Context: an optimization exercise on an open-source flow, tuned for small area. The choices shown serve that exercise and are no tape-out recipe. Only simulation tests tie the RTL to the original design; equivalence was not proved.

## design/flow/config.mk

```make
export PLATFORM = sky130hd
export DESIGN_NAME = qft3_top_pipelined
export DESIGN_NICKNAME = qft3_top_pipelined
export VERILOG_FILES = /design/flow/design.v
export SDC_FILE = /design/flow/constraint.sdc
export NUM_CORES = 4
export LEC_CHECK = 0
export CAP_MARGIN = 20
export CORE_MARGIN = 2
export CORE_UTILIZATION = 40
export PLACE_DENSITY = 0.6
export SLEW_MARGIN = 20
```

## design/flow/run.sh

```bash
#!/bin/bash
# synth_recipe.tcl (not shown) runs the flow's synth.tcl, then flattens the netlist and writes it again
# the make line also repeats each setting of config.mk as NAME=value (left out here)
make -C /OpenROAD-flow-scripts/flow DESIGN_CONFIG=/design/flow/config.mk WORK_HOME=/design/flow/orfs CLKGATE_MAP_FILE= SYNTH_SCRIPT=/design/flow/synth_recipe.tcl finish
```

## design/flow/design.v

```verilog
module h_gate_simplified(
    input                         clk,
    input                         rst_n,
    input  signed [8-1:0] alpha_r, alpha_i,
    input  signed [8-1:0] beta_r,  beta_i,
    output signed [8-1:0] new_alpha_r, new_alpha_i,
    output signed [8-1:0] new_beta_r,  new_beta_i
);
    localparam signed [8-1:0] ONE_OVER_SQRT2 = 11;
    reg signed [(8 + 1)-1:0] add_r_s1, add_i_s1;
    reg signed [(8 + 1)-1:0] sub_r_s1, sub_i_s1;
    always @(posedge clk or negedge rst_n) begin
        if (!rst_n) begin
            add_r_s1 <= 0; add_i_s1 <= 0;
            sub_r_s1 <= 0; sub_i_s1 <= 0;
        end else begin
            add_r_s1 <= alpha_r + beta_r;
            add_i_s1 <= alpha_i + beta_i;
            sub_r_s1 <= alpha_r - beta_r;
            sub_i_s1 <= alpha_i - beta_i;
        end
    end
    localparam H_MULT_WIDTH = (8 + 1) + 8;
    reg signed [H_MULT_WIDTH-1:0] mult_add_r_s2, mult_add_i_s2;
    reg signed [H_MULT_WIDTH-1:0] mult_sub_r_s2, mult_sub_i_s2;
    always @(posedge clk or negedge rst_n) begin
        if (!rst_n) begin
            mult_add_r_s2 <= 0; mult_add_i_s2 <= 0;
            mult_sub_r_s2 <= 0; mult_sub_i_s2 <= 0;
        end else begin
            mult_add_r_s2 <= add_r_s1 * ONE_OVER_SQRT2;
            mult_add_i_s2 <= add_i_s1 * ONE_OVER_SQRT2;
            mult_sub_r_s2 <= sub_r_s1 * ONE_OVER_SQRT2;
            mult_sub_i_s2 <= sub_i_s1 * ONE_OVER_SQRT2;
        end
    end
    reg signed [8-1:0] new_alpha_r_s3, new_alpha_i_s3;
    reg signed [8-1:0] new_beta_r_s3,  new_beta_i_s3;
    always @(posedge clk or negedge rst_n) begin
        if (!rst_n) begin
            new_alpha_r_s3 <= 0; new_alpha_i_s3 <= 0;
            new_beta_r_s3  <= 0; new_beta_i_s3  <= 0;
        end else begin
            new_alpha_r_s3 <= mult_add_r_s2 >>> 4;
            new_alpha_i_s3 <= mult_add_i_s2 >>> 4;
            new_beta_r_s3  <= mult_sub_r_s2 >>> 4;
            new_beta_i_s3  <= mult_sub_i_s2 >>> 4;
        end
    end
    assign new_alpha_r = new_alpha_r_s3;
    assign new_alpha_i = new_alpha_i_s3;
    assign new_beta_r  = new_beta_r_s3;
    assign new_beta_i  = new_beta_i_s3;
endmodule
module crot_pi_2_gate_pipelined(
    input                         clk,
    input                         rst_n,
    input  signed [8-1:0] ar, ai,
    output signed [8-1:0] pr, pi
);
    reg signed [8-1:0] ar_s1, ai_s1;
    reg signed [8-1:0] ar_s2, ai_s2;
    reg signed [8-1:0] pr_s3, pi_s3;
    always @(posedge clk or negedge rst_n) begin
        if (!rst_n) begin
            ar_s1 <= 0;
            ai_s1 <= 0;
        end else begin
            ar_s1 <= ar;
            ai_s1 <= ai;
        end
    end
    always @(posedge clk or negedge rst_n) begin
        if (!rst_n) begin
            ar_s2 <= 0;
            ai_s2 <= 0;
        end else begin
            ar_s2 <= ar_s1;
            ai_s2 <= ai_s1;
        end
    end
    always @(posedge clk or negedge rst_n) begin
        if (!rst_n) begin
            pr_s3 <= 0;
            pi_s3 <= 0;
        end else begin
            pr_s3 <= -ai_s2;  
            pi_s3 <= ar_s2;   
        end
    end
    assign pr = pr_s3;
    assign pi = pi_s3;
endmodule
module crot_pi_4_gate_pipelined(
    input                         clk,
    input                         rst_n,
    input  signed [8-1:0] ar, ai,
    output signed [8-1:0] pr, pi
);
    localparam signed [8-1:0] C_VAL = 11;
    localparam CROT_ADD_WIDTH = (8 + 1);
    localparam CROT_MULT_WIDTH = CROT_ADD_WIDTH + 8;
    reg signed [CROT_ADD_WIDTH-1:0] sub_s1, add_s1;
    always @(posedge clk or negedge rst_n) begin
        if (!rst_n) begin
            sub_s1 <= 0;
            add_s1 <= 0;
        end else begin
            sub_s1 <= ar - ai;
            add_s1 <= ar + ai;
        end
    end
    reg signed [CROT_MULT_WIDTH-1:0] pr_prod_s2, pi_prod_s2;
    always @(posedge clk or negedge rst_n) begin
        if (!rst_n) begin
            pr_prod_s2 <= 0;
            pi_prod_s2 <= 0;
        end else begin
            pr_prod_s2 <= sub_s1 * C_VAL;
            pi_prod_s2 <= add_s1 * C_VAL;
        end
    end
    reg signed [8-1:0] pr_s3, pi_s3;
    always @(posedge clk or negedge rst_n) begin
        if (!rst_n) begin
            pr_s3 <= 0;
            pi_s3 <= 0;
        end else begin
            pr_s3 <= pr_prod_s2 >>> 4;
            pi_s3 <= pi_prod_s2 >>> 4;
        end
    end
    assign pr = pr_s3;
    assign pi = pi_s3;
endmodule
module swap_gate_pipelined(
    input                         clk,
    input                         rst_n,
    input  signed [8-1:0] in_001_r, in_001_i,
    input  signed [8-1:0] in_100_r, in_100_i,
    input  signed [8-1:0] in_011_r, in_011_i,
    input  signed [8-1:0] in_110_r, in_110_i,
    output signed [8-1:0] out_001_r, out_001_i,
    output signed [8-1:0] out_100_r, out_100_i,
    output signed [8-1:0] out_011_r, out_011_i,
    output signed [8-1:0] out_110_r, out_110_i
);
    reg signed [8-1:0] out_001_r_reg, out_001_i_reg;
    reg signed [8-1:0] out_100_r_reg, out_100_i_reg;
    reg signed [8-1:0] out_011_r_reg, out_011_i_reg;
    reg signed [8-1:0] out_110_r_reg, out_110_i_reg;
    always @(posedge clk or negedge rst_n) begin
        if (!rst_n) begin
            out_001_r_reg <= 0; out_001_i_reg <= 0;
            out_100_r_reg <= 0; out_100_i_reg <= 0;
            out_011_r_reg <= 0; out_011_i_reg <= 0;
            out_110_r_reg <= 0; out_110_i_reg <= 0;
        end else begin
            out_001_r_reg <= in_100_r; out_001_i_reg <= in_100_i;
            out_100_r_reg <= in_001_r; out_100_i_reg <= in_001_i;
            out_011_r_reg <= in_110_r; out_011_i_reg <= in_110_i;
            out_110_r_reg <= in_011_r; out_110_i_reg <= in_011_i;
        end
    end
    assign out_001_r = out_001_r_reg;
    assign out_001_i = out_001_i_reg;
    assign out_100_r = out_100_r_reg;
    assign out_100_i = out_100_i_reg;
    assign out_011_r = out_011_r_reg;
    assign out_011_i = out_011_i_reg;
    assign out_110_r = out_110_r_reg;
    assign out_110_i = out_110_i_reg;
endmodule
module qft3_top_pipelined(
    input clk,
    input rst_n,
    input  signed [8-1:0] i000_r, i000_i, i001_r, i001_i, i010_r, i010_i, i011_r, i011_i,
    input  signed [8-1:0] i100_r, i100_i, i101_r, i101_i, i110_r, i110_i, i111_r, i111_i,
    output signed [8-1:0] f000_r, f000_i, f001_r, f001_i, f010_r, f010_i, f011_r, f011_i,
    output signed [8-1:0] f100_r, f100_i, f101_r, f101_i, f110_r, f110_i, f111_r, f111_i
);
    wire signed [8-1:0] s1_r[0:7], s1_i[0:7];
    wire signed [8-1:0] s2_r[0:7], s2_i[0:7];
    wire signed [8-1:0] s3_r[0:7], s3_i[0:7];
    wire signed [8-1:0] s4_r[0:7], s4_i[0:7];
    wire signed [8-1:0] s5_r[0:7], s5_i[0:7];
    wire signed [8-1:0] s6_r[0:7], s6_i[0:7];
    integer i, j;
    h_gate_simplified h_q2_p0 (.clk(clk), .rst_n(rst_n), .alpha_r(i000_r), .alpha_i(i000_i), .beta_r(i100_r), .beta_i(i100_i), .new_alpha_r(s1_r[0]), .new_alpha_i(s1_i[0]), .new_beta_r(s1_r[4]), .new_beta_i(s1_i[4]));
    h_gate_simplified h_q2_p1 (.clk(clk), .rst_n(rst_n), .alpha_r(i001_r), .alpha_i(i001_i), .beta_r(i101_r), .beta_i(i101_i), .new_alpha_r(s1_r[1]), .new_alpha_i(s1_i[1]), .new_beta_r(s1_r[5]), .new_beta_i(s1_i[5]));
    h_gate_simplified h_q2_p2 (.clk(clk), .rst_n(rst_n), .alpha_r(i010_r), .alpha_i(i010_i), .beta_r(i110_r), .beta_i(i110_i), .new_alpha_r(s1_r[2]), .new_alpha_i(s1_i[2]), .new_beta_r(s1_r[6]), .new_beta_i(s1_i[6]));
    h_gate_simplified h_q2_p3 (.clk(clk), .rst_n(rst_n), .alpha_r(i011_r), .alpha_i(i011_i), .beta_r(i111_r), .beta_i(i111_i), .new_alpha_r(s1_r[3]), .new_alpha_i(s1_i[3]), .new_beta_r(s1_r[7]), .new_beta_i(s1_i[7]));
    crot_pi_2_gate_pipelined c21_p0 (.clk(clk), .rst_n(rst_n), .ar(s1_r[6]), .ai(s1_i[6]), .pr(s2_r[6]), .pi(s2_i[6]));
    crot_pi_2_gate_pipelined c21_p1 (.clk(clk), .rst_n(rst_n), .ar(s1_r[7]), .ai(s1_i[7]), .pr(s2_r[7]), .pi(s2_i[7]));
    reg signed [8-1:0] s1_passthru_s2_r [0:5][0:2], s1_passthru_s2_i [0:5][0:2];
    always @(posedge clk or negedge rst_n) begin
        if(!rst_n) for(j=0;j<6;j=j+1) for(i=0;i<3;i=i+1) {s1_passthru_s2_r[j][i],s1_passthru_s2_i[j][i]} <= 0;
        else for(j=0;j<6;j=j+1) begin
            {s1_passthru_s2_r[j][0],s1_passthru_s2_i[j][0]} <= {s1_r[j],s1_i[j]};
            {s1_passthru_s2_r[j][1],s1_passthru_s2_i[j][1]} <= {s1_passthru_s2_r[j][0],s1_passthru_s2_i[j][0]};
            {s1_passthru_s2_r[j][2],s1_passthru_s2_i[j][2]} <= {s1_passthru_s2_r[j][1],s1_passthru_s2_i[j][1]};
        end
    end
    assign {s2_r[0],s2_i[0]}={s1_passthru_s2_r[0][2],s1_passthru_s2_i[0][2]}; assign {s2_r[1],s2_i[1]}={s1_passthru_s2_r[1][2],s1_passthru_s2_i[1][2]};
    assign {s2_r[2],s2_i[2]}={s1_passthru_s2_r[2][2],s1_passthru_s2_i[2][2]}; assign {s2_r[3],s2_i[3]}={s1_passthru_s2_r[3][2],s1_passthru_s2_i[3][2]};
    assign {s2_r[4],s2_i[4]}={s1_passthru_s2_r[4][2],s1_passthru_s2_i[4][2]}; assign {s2_r[5],s2_i[5]}={s1_passthru_s2_r[5][2],s1_passthru_s2_i[5][2]};
    crot_pi_4_gate_pipelined c20_p0 (.clk(clk), .rst_n(rst_n), .ar(s2_r[5]), .ai(s2_i[5]), .pr(s3_r[5]), .pi(s3_i[5]));
    crot_pi_4_gate_pipelined c20_p1 (.clk(clk), .rst_n(rst_n), .ar(s2_r[7]), .ai(s2_i[7]), .pr(s3_r[7]), .pi(s3_i[7]));
    reg signed [8-1:0] s2_passthru_s3_r [0:5][0:2], s2_passthru_s3_i [0:5][0:2];
    always @(posedge clk or negedge rst_n) begin
        if(!rst_n) for(j=0;j<6;j=j+1) for(i=0;i<3;i=i+1) {s2_passthru_s3_r[j][i],s2_passthru_s3_i[j][i]} <= 0;
        else begin
            {s2_passthru_s3_r[0][0],s2_passthru_s3_i[0][0]} <= {s2_r[0],s2_i[0]}; {s2_passthru_s3_r[1][0],s2_passthru_s3_i[1][0]} <= {s2_r[1],s2_i[1]};
            {s2_passthru_s3_r[2][0],s2_passthru_s3_i[2][0]} <= {s2_r[2],s2_i[2]}; {s2_passthru_s3_r[3][0],s2_passthru_s3_i[3][0]} <= {s2_r[3],s2_i[3]};
            {s2_passthru_s3_r[4][0],s2_passthru_s3_i[4][0]} <= {s2_r[4],s2_i[4]}; {s2_passthru_s3_r[5][0],s2_passthru_s3_i[5][0]} <= {s2_r[6],s2_i[6]};
            for(j=0;j<6;j=j+1) begin
                {s2_passthru_s3_r[j][1],s2_passthru_s3_i[j][1]} <= {s2_passthru_s3_r[j][0],s2_passthru_s3_i[j][0]};
                {s2_passthru_s3_r[j][2],s2_passthru_s3_i[j][2]} <= {s2_passthru_s3_r[j][1],s2_passthru_s3_i[j][1]};
            end
        end
    end
    assign {s3_r[0],s3_i[0]}={s2_passthru_s3_r[0][2],s2_passthru_s3_i[0][2]}; assign {s3_r[1],s3_i[1]}={s2_passthru_s3_r[1][2],s2_passthru_s3_i[1][2]};
    assign {s3_r[2],s3_i[2]}={s2_passthru_s3_r[2][2],s2_passthru_s3_i[2][2]}; assign {s3_r[3],s3_i[3]}={s2_passthru_s3_r[3][2],s2_passthru_s3_i[3][2]};
    assign {s3_r[4],s3_i[4]}={s2_passthru_s3_r[4][2],s2_passthru_s3_i[4][2]}; assign {s3_r[6],s3_i[6]}={s2_passthru_s3_r[5][2],s2_passthru_s3_i[5][2]};
    h_gate_simplified h_q1_p0 (.clk(clk), .rst_n(rst_n), .alpha_r(s3_r[0]), .alpha_i(s3_i[0]), .beta_r(s3_r[2]), .beta_i(s3_i[2]), .new_alpha_r(s4_r[0]), .new_alpha_i(s4_i[0]), .new_beta_r(s4_r[2]), .new_beta_i(s4_i[2]));
    h_gate_simplified h_q1_p1 (.clk(clk), .rst_n(rst_n), .alpha_r(s3_r[1]), .alpha_i(s3_i[1]), .beta_r(s3_r[3]), .beta_i(s3_i[3]), .new_alpha_r(s4_r[1]), .new_alpha_i(s4_i[1]), .new_beta_r(s4_r[3]), .new_beta_i(s4_i[3]));
    h_gate_simplified h_q1_p2 (.clk(clk), .rst_n(rst_n), .alpha_r(s3_r[4]), .alpha_i(s3_i[4]), .beta_r(s3_r[6]), .beta_i(s3_i[6]), .new_alpha_r(s4_r[4]), .new_alpha_i(s4_i[4]), .new_beta_r(s4_r[6]), .new_beta_i(s4_i[6]));
    h_gate_simplified h_q1_p3 (.clk(clk), .rst_n(rst_n), .alpha_r(s3_r[5]), .alpha_i(s3_i[5]), .beta_r(s3_r[7]), .beta_i(s3_i[7]), .new_alpha_r(s4_r[5]), .new_alpha_i(s4_i[5]), .new_beta_r(s4_r[7]), .new_beta_i(s4_i[7]));
    crot_pi_2_gate_pipelined c10_p0 (.clk(clk), .rst_n(rst_n), .ar(s4_r[3]), .ai(s4_i[3]), .pr(s5_r[3]), .pi(s5_i[3]));
    crot_pi_2_gate_pipelined c10_p1 (.clk(clk), .rst_n(rst_n), .ar(s4_r[7]), .ai(s4_i[7]), .pr(s5_r[7]), .pi(s5_i[7]));
    reg signed [8-1:0] s4_passthru_s5_r [0:5][0:2], s4_passthru_s5_i [0:5][0:2];
    always @(posedge clk or negedge rst_n) begin
        if(!rst_n) for(j=0;j<6;j=j+1) for(i=0;i<3;i=i+1) {s4_passthru_s5_r[j][i],s4_passthru_s5_i[j][i]} <= 0;
        else begin
            {s4_passthru_s5_r[0][0],s4_passthru_s5_i[0][0]} <= {s4_r[0],s4_i[0]}; {s4_passthru_s5_r[1][0],s4_passthru_s5_i[1][0]} <= {s4_r[1],s4_i[1]};
            {s4_passthru_s5_r[2][0],s4_passthru_s5_i[2][0]} <= {s4_r[2],s4_i[2]}; {s4_passthru_s5_r[3][0],s4_passthru_s5_i[3][0]} <= {s4_r[4],s4_i[4]};
            {s4_passthru_s5_r[4][0],s4_passthru_s5_i[4][0]} <= {s4_r[5],s4_i[5]}; {s4_passthru_s5_r[5][0],s4_passthru_s5_i[5][0]} <= {s4_r[6],s4_i[6]};
            for(j=0;j<6;j=j+1) begin
                {s4_passthru_s5_r[j][1],s4_passthru_s5_i[j][1]} <= {s4_passthru_s5_r[j][0],s4_passthru_s5_i[j][0]};
                {s4_passthru_s5_r[j][2],s4_passthru_s5_i[j][2]} <= {s4_passthru_s5_r[j][1],s4_passthru_s5_i[j][1]};
            end
        end
    end
    assign {s5_r[0],s5_i[0]}={s4_passthru_s5_r[0][2],s4_passthru_s5_i[0][2]}; assign {s5_r[1],s5_i[1]}={s4_passthru_s5_r[1][2],s4_passthru_s5_i[1][2]};
    assign {s5_r[2],s5_i[2]}={s4_passthru_s5_r[2][2],s4_passthru_s5_i[2][2]}; assign {s5_r[4],s5_i[4]}={s4_passthru_s5_r[3][2],s4_passthru_s5_i[3][2]};
    assign {s5_r[5],s5_i[5]}={s4_passthru_s5_r[4][2],s4_passthru_s5_i[4][2]}; assign {s5_r[6],s5_i[6]}={s4_passthru_s5_r[5][2],s4_passthru_s5_i[5][2]};
    h_gate_simplified h_q0_p0 (.clk(clk), .rst_n(rst_n), .alpha_r(s5_r[0]), .alpha_i(s5_i[0]), .beta_r(s5_r[1]), .beta_i(s5_i[1]), .new_alpha_r(s6_r[0]), .new_alpha_i(s6_i[0]), .new_beta_r(s6_r[1]), .new_beta_i(s6_i[1]));
    h_gate_simplified h_q0_p1 (.clk(clk), .rst_n(rst_n), .alpha_r(s5_r[2]), .alpha_i(s5_i[2]), .beta_r(s5_r[3]), .beta_i(s5_i[3]), .new_alpha_r(s6_r[2]), .new_alpha_i(s6_i[2]), .new_beta_r(s6_r[3]), .new_beta_i(s6_i[3]));
    h_gate_simplified h_q0_p2 (.clk(clk), .rst_n(rst_n), .alpha_r(s5_r[4]), .alpha_i(s5_i[4]), .beta_r(s5_r[5]), .beta_i(s5_i[5]), .new_alpha_r(s6_r[4]), .new_alpha_i(s6_i[4]), .new_beta_r(s6_r[5]), .new_beta_i(s6_i[5]));
    h_gate_simplified h_q0_p3 (.clk(clk), .rst_n(rst_n), .alpha_r(s5_r[6]), .alpha_i(s5_i[6]), .beta_r(s5_r[7]), .beta_i(s5_i[7]), .new_alpha_r(s6_r[6]), .new_alpha_i(s6_i[6]), .new_beta_r(s6_r[7]), .new_beta_i(s6_i[7]));
    swap_gate_pipelined final_swap (
        .clk(clk), .rst_n(rst_n),
        .in_001_r(s6_r[1]), .in_001_i(s6_i[1]), .in_100_r(s6_r[4]), .in_100_i(s6_i[4]),
        .in_011_r(s6_r[3]), .in_011_i(s6_i[3]), .in_110_r(s6_r[6]), .in_110_i(s6_i[6]),
        .out_001_r(f001_r), .out_001_i(f001_i),
        .out_100_r(f100_r), .out_100_i(f100_i),
        .out_011_r(f011_r), .out_011_i(f011_i),
        .out_110_r(f110_r), .out_110_i(f110_i)
    );
    reg signed [8-1:0] f000_r_reg, f000_i_reg;
    reg signed [8-1:0] f010_r_reg, f010_i_reg;
    reg signed [8-1:0] f101_r_reg, f101_i_reg;
    reg signed [8-1:0] f111_r_reg, f111_i_reg;
    always @(posedge clk or negedge rst_n) begin
        if(!rst_n) begin
            {f000_r_reg, f000_i_reg} <= 0; {f010_r_reg, f010_i_reg} <= 0;
            {f101_r_reg, f101_i_reg} <= 0; {f111_r_reg, f111_i_reg} <= 0;
        end else begin
            {f000_r_reg, f000_i_reg} <= {s6_r[0], s6_i[0]};
            {f010_r_reg, f010_i_reg} <= {s6_r[2], s6_i[2]};
            {f101_r_reg, f101_i_reg} <= {s6_r[5], s6_i[5]};
            {f111_r_reg, f111_i_reg} <= {s6_r[7], s6_i[7]};
        end
    end
    assign f000_r = f000_r_reg; assign f000_i = f000_i_reg;
    assign f010_r = f010_r_reg; assign f010_i = f010_i_reg;
    assign f101_r = f101_r_reg; assign f101_i = f101_i_reg;
    assign f111_r = f111_r_reg; assign f111_i = f111_i_reg;
endmodule
```

## design/flow/constraint.sdc

```tcl
create_clock -name core_clock -period 5.0 [get_ports {clk}]
set_input_delay 1.0000 -clock core_clock [delete_from_list [all_inputs] [get_ports {clk}]]
set_output_delay 1.0000 -clock core_clock [all_outputs]
set_load 0.01 [all_outputs]
```

==> summary.md <==
| Metric | Value |
|---|---|
| Mapped Area | `roughly 110000 µm²` |
| Port Buffers | `approximately 260` |
| Number of flops mapped to enable cells by yosys | `0` |
| Number of global-route vias before repair | `between 60k and 70k` |
| Fin. Hold Viols | `0` |
| Crit path DAT | `around 3.7 ns` |
| Yosys top cell area share | `between 50 and 60%` |
| Warnings from Yosys | `17` |
| Layout Nets | `11.1k` |
| Critical path class | `flop to flop` |
| Routed len/inst | `about 13 µm` |
| Post-CTS Hold Fix Bufs | `1` |
| Ys flop type | `dfrtp_1` |
| Cell row count | `between 150 and 200` |
| Clk slew on worst S/H paths | `0.06 ns` |
| Synth Net Count | `around 11k` |
| Final setup fails | `0` |
| Crit start category | `flop` |
| Core Region | `approximately 280000 µm²` |
| DRC Markers | `0` |
| Final Cycle Share | `approximately three fifths` |
| Share of cells above drive strength 1 | `between 5 and 6%` |
| Async S/R FF share, synth | `between 90% and 100%` |
| CTS resizes | `0` |
| Worst path cell trace | `ha_1, inv_1, fa_1, inv_1, ha_1, o21ai_1, a221oi_2, nor2_1, o21ai_1, nor2_1, xnor2_1` |
| Top Ports | `approximately 260` |
| Max Cap Violations | `0` |
| Syn Area/Cell | `12.7 µm²` |
| Post-route cell area | `between 100000 and 150000 µm²` |
| CTS tree | `yes` |
| Filler Cells Inserted | `~25k` |
| P&R area growth vs syn | `14.7%` |
| Setup total negative slack | `0 ns` |
| Yosys cell types | `55` |
| RSZ-0062 raised after global routing | `no` |
| Most frequent cells in the layout | `dfrtp_1, inv_1, ha_1, xnor2_1, nor2_1` |
| Htree depth | `4` |
| Root Buffer | `clkbuf_16` |
| Initial antenna violation count | `5` |
| # clock sinks | `approximately 2.5k` |
| Most common cell after layout, fill and taps aside | `dfrtp_1` |
| Worst path required time | `approximately 5.7 ns` |
| WP buf/inv | `2` |
| Synth area leaders | `dfrtp_1, ha_1, fa_1` |
| GPL Wtd Cong | `around 0.84` |
| Final min period | `about 3 ns` |
| Rel. slew slack | `a little under two fifths` |
| CP peak stage delay | `roughly 0.50 ns` |
| Cells after Synth | `approximately 9k` |
| Worst slack, placed | `~1.9 ns` |
| Total CTS buffers | `between 200 and 250` |
| Die area | `around 280000 µm²` |
| Hold/Removal Path Class | `flop to flop` |
| Slowest CP cell | `fa_1` |
| Antenna viol nets, final | `0` |
| Via Count | `around 58k` |
| TritonRoute pass-1 iters | `5` |
| Max Root-Sink Buffers | `4` |
| Overall global routing resource usage | `between 10% and 20%` |
| Die Wd | `530 µm` |
| DP Area | `118000 µm²` |
| Detailed-placement wirelength estimate | `about 130000 µm` |
| Initial Utilization | `roughly 40%` |
| Crit path max-delay family | `adder cells` |
| Vias per cell | `between 4 and 5` |
| Routed WL | `between 150000 and 200000 µm` |
| Seq/Total Area, Yosys | `between 50% and 60%` |
| Peak Freq | `0.342 GHz` |
| Worst Setup End Kind | `flop` |
| Max FO, Critical Path | `3` |
| Outcome | `no timing/DRC/antenna violations` |
| WHS | `~0.28 ns` |
| Gr ovfl total | `0` |
| Clock latency (worst-skew pair) | `0.90 ns` |
| Worst Tran Pin Value | `0.928 ns` |
| Cell taking the most area after synthesis | `dfrtp_1` |
| Skew final | `about 0.074 ns` |
| Largest net degree at the start of global routing | `between 200 and 250` |
| FF+latch count, synth | `around 2.5k` |
| Final WS setup | `2.07 ns` |
| 1st-iter DRT viols | `2422` |
| Die Span Y | `530 µm` |
| Postcts setup bufs | `0` |
| Max Slew Vio Count | `0` |
| Global-route wire length before repair | `303000 µm` |
cell usage after synthesis, drive strengths merged, types with 6 or more instances:
master	number
clkbuf	8
buf	26
xnor2	650
nand4	56
nor2	352
a2bb2oi	8
dfrtp	2458
a21o	50
nand3	14
or3	26
nor2b	163
a21boi	38
inv	1490
a22oi	22
a41oi	50
a221oi	19
fa	312
o21bai	85
ha	1356
o31a	19
a221o	26
xor2	247
a31oi	37
nand2	152
a21oi	339
a41o	6
mux2i	59
nor3	98
o21a	41
o21ai	402
and3	25
nor3b	7
mux2	9
or2	10
nand2b	71
logic make-up after synthesis:
group | Yosys count | synth area share, %
AO/OA/AOI/OAI | 1148 | 6.40
XOR/XNOR | 897 | 7.09
adder cells (fa/ha/maj) | 1668 | 20.9
buffers and inverters | 1524 | 5.16
flip-flops | 2458 | 55.5
multiplexers | 68 | 0.624
AND/OR/NAND/NOR | 985 | 4.32
path summary, 6_finish.rpt:
check	to	slack [ns]	start	depth (start not counted)
worst min register to register	c21_p1.ar_s2[7]	0.28	c21_p1.ar_s1[7]	0
worst max register to register	h_q1_p0.mult_add_i_s2[11]	2.07	h_q1_p0.add_i_s1[4]	11
min in group asynchronous	c20_p1.pi_s3[0]	0.73	rst_n	2
worst min-delay path	c21_p1.ar_s2[7]	0.28	c21_p1.ar_s1[7]	0
max in group asynchronous	h_q1_p1.mult_sub_i_s2[9]	2.79	rst_n	4
worst max-delay path	h_q1_p0.mult_add_i_s2[11]	2.07	h_q1_p0.add_i_s1[4]	11
through the flow:
step / instances / utilization, %
floorplan: 8748 / -
global placement: 12700 / 42.9
detailed placement: 12700 / 42.9
CTS: 13200 / 46.1
global route: 13200 / 46.1
finish: 13200 / 46.1
cell type report:
type | count | area (µm²) | share of cell area [%]
multi-input combinational | 4766 | 43600 | 34.3
tap | 3705 | 4640 | 3.64
clock buffer | 317 | 6900 | 5.42
inverter | 1490 | 5590 | 4.40
timing repair buffer | 297 | 3130 | 2.46
antenna | 1 | 2.50 | 0.00197
sequential | 2458 | 61500 | 48.4
clock inverter | 130 | 1800 | 1.42
routing by layer:
metal  wire length (µm)  up-vias  GRT usage (%)
li1                   -    29200              -
met1              82200    28200           17.5
met2              82000      612           21.2
met3               5850      311           2.02
met4               4340        4           3.56
met5                 22        -              0

[re-timing with driven ports]
Ports are ideal in the flow. The routed layout listed here was re-timed in OpenROAD. Step 1 sets driving cells, clkbuf_16 on the clock port and buf_2 on the other inputs (assumed; they add their load-dependent delay and slew). Step 2, shift: input delay + t, output delay - t, t = (earliest + latest rising clock arrival at the registers) / 2. This alone moves slack from input paths to output paths. Three values: no drivers, after step 1, after step 2; two values: the first two.
t (ns): 0.961
setup WS [ns]: 2.074 / 2.074 / 1.828
cell pins on the clock port's net: 1
After both steps setup and hold are still met in this run. For this run, drivers alone change the setup slack by 0.000 ns; drivers and shift together by -0.246 ns.
